This is an optimization exercise on Yosys and OpenROAD, whose aim is small area, a short achievable clock period and few clock cycles per item, not a production implementation.
No run shown here included a check of the RTL's function; only the layout flow was run.

==> flow/design.v, too long to show whole: its modules and the start of the top module <==
// module filter: 1257 lines
// module filter_fa: 4 lines
// module filter_ha: 4 lines
module filter
	#(parameter DWIDTH = 16)
	(input clk,
		input rst,
		output req_in,
		input ack_in,
		input [0:DWIDTH-1] data_in,
		output req_out,
		input ack_out,
		output [0:DWIDTH-1] data_out);
  // ...
==> flow/run.sh <==
#!/bin/bash
# synth_recipe.tcl (not shown) runs the flow's synth.tcl, then flattens the netlist and writes it again
# the make line also repeats each setting of config.mk as NAME=value (left out here)
make -C /OpenROAD-flow-scripts/flow DESIGN_CONFIG=/design/flow/config.mk WORK_HOME=/design/flow/orfs CLKGATE_MAP_FILE= SYNTH_SCRIPT=/design/flow/synth_recipe.tcl finish
==> flow/config.mk <==
export PLATFORM = sky130hd
export DESIGN_NAME = filter
export DESIGN_NICKNAME = filter
export VERILOG_FILES = /design/flow/design.v
export SDC_FILE = /design/flow/constraint.sdc
export NUM_CORES = 4
export LEC_CHECK = 0
export CAP_MARGIN = 20
export CORE_MARGIN = 2
export CORE_UTILIZATION = 40
export SLEW_MARGIN = 20
export SYNTH_HIERARCHICAL = 1
export SYNTH_MINIMUM_KEEP_SIZE = 0
==> flow/constraint.sdc <==
create_clock -name core_clock -period 11.0 [get_ports {clk}]
set_input_delay 2.2000 -clock core_clock [delete_from_list [all_inputs] [get_ports {clk}]]
set_output_delay 2.2000 -clock core_clock [all_outputs]
set_load 0.01 [all_outputs]
==> impl_metrics.env, run 1 <==
export IMPL_status="did not finish"
export IMPL_failing_step="synthesis"
export IMPL_error="ERROR: TCL interpreter returned an error: Source files actually used in the design:"
export IMPL_ys_warnings_count=1
==> run 2: changes to the inputs <==
==> flow/flow/run.sh (new file) <==
#!/bin/bash
# The standard layout (standard.sh: the standard flow's synthesis and ORFS flow, unchanged
# settings from config.mk), with repair_timing asked to leave more setup slack
# than config.mk's SETUP_SLACK_MARGIN may ask for.
set -euo pipefail
bash standard.sh SETUP_SLACK_MARGIN=${MARGIN:-7} finish > standard_flow.log 2>&1
==> flow/standard.sh (new file) <==
#!/bin/bash
# synth_recipe.tcl (not shown) runs the flow's synth.tcl, then flattens the netlist and writes it again
# the make line also repeats each setting of config.mk as NAME=value (left out here)
make -C /OpenROAD-flow-scripts/flow DESIGN_CONFIG=/design/flow/config.mk WORK_HOME=/design/flow/orfs CLKGATE_MAP_FILE= SYNTH_SCRIPT=/design/flow/synth_recipe.tcl "${@:-finish}"
removed: flow/run.sh
==> impl_metrics.env, run 2 <==
export IMPL_status="did not finish"
export IMPL_ys_warnings_count=1
export IMPL_failing_step="synthesis"
export IMPL_error="ERROR: TCL interpreter returned an error: Source files actually used in the design:"
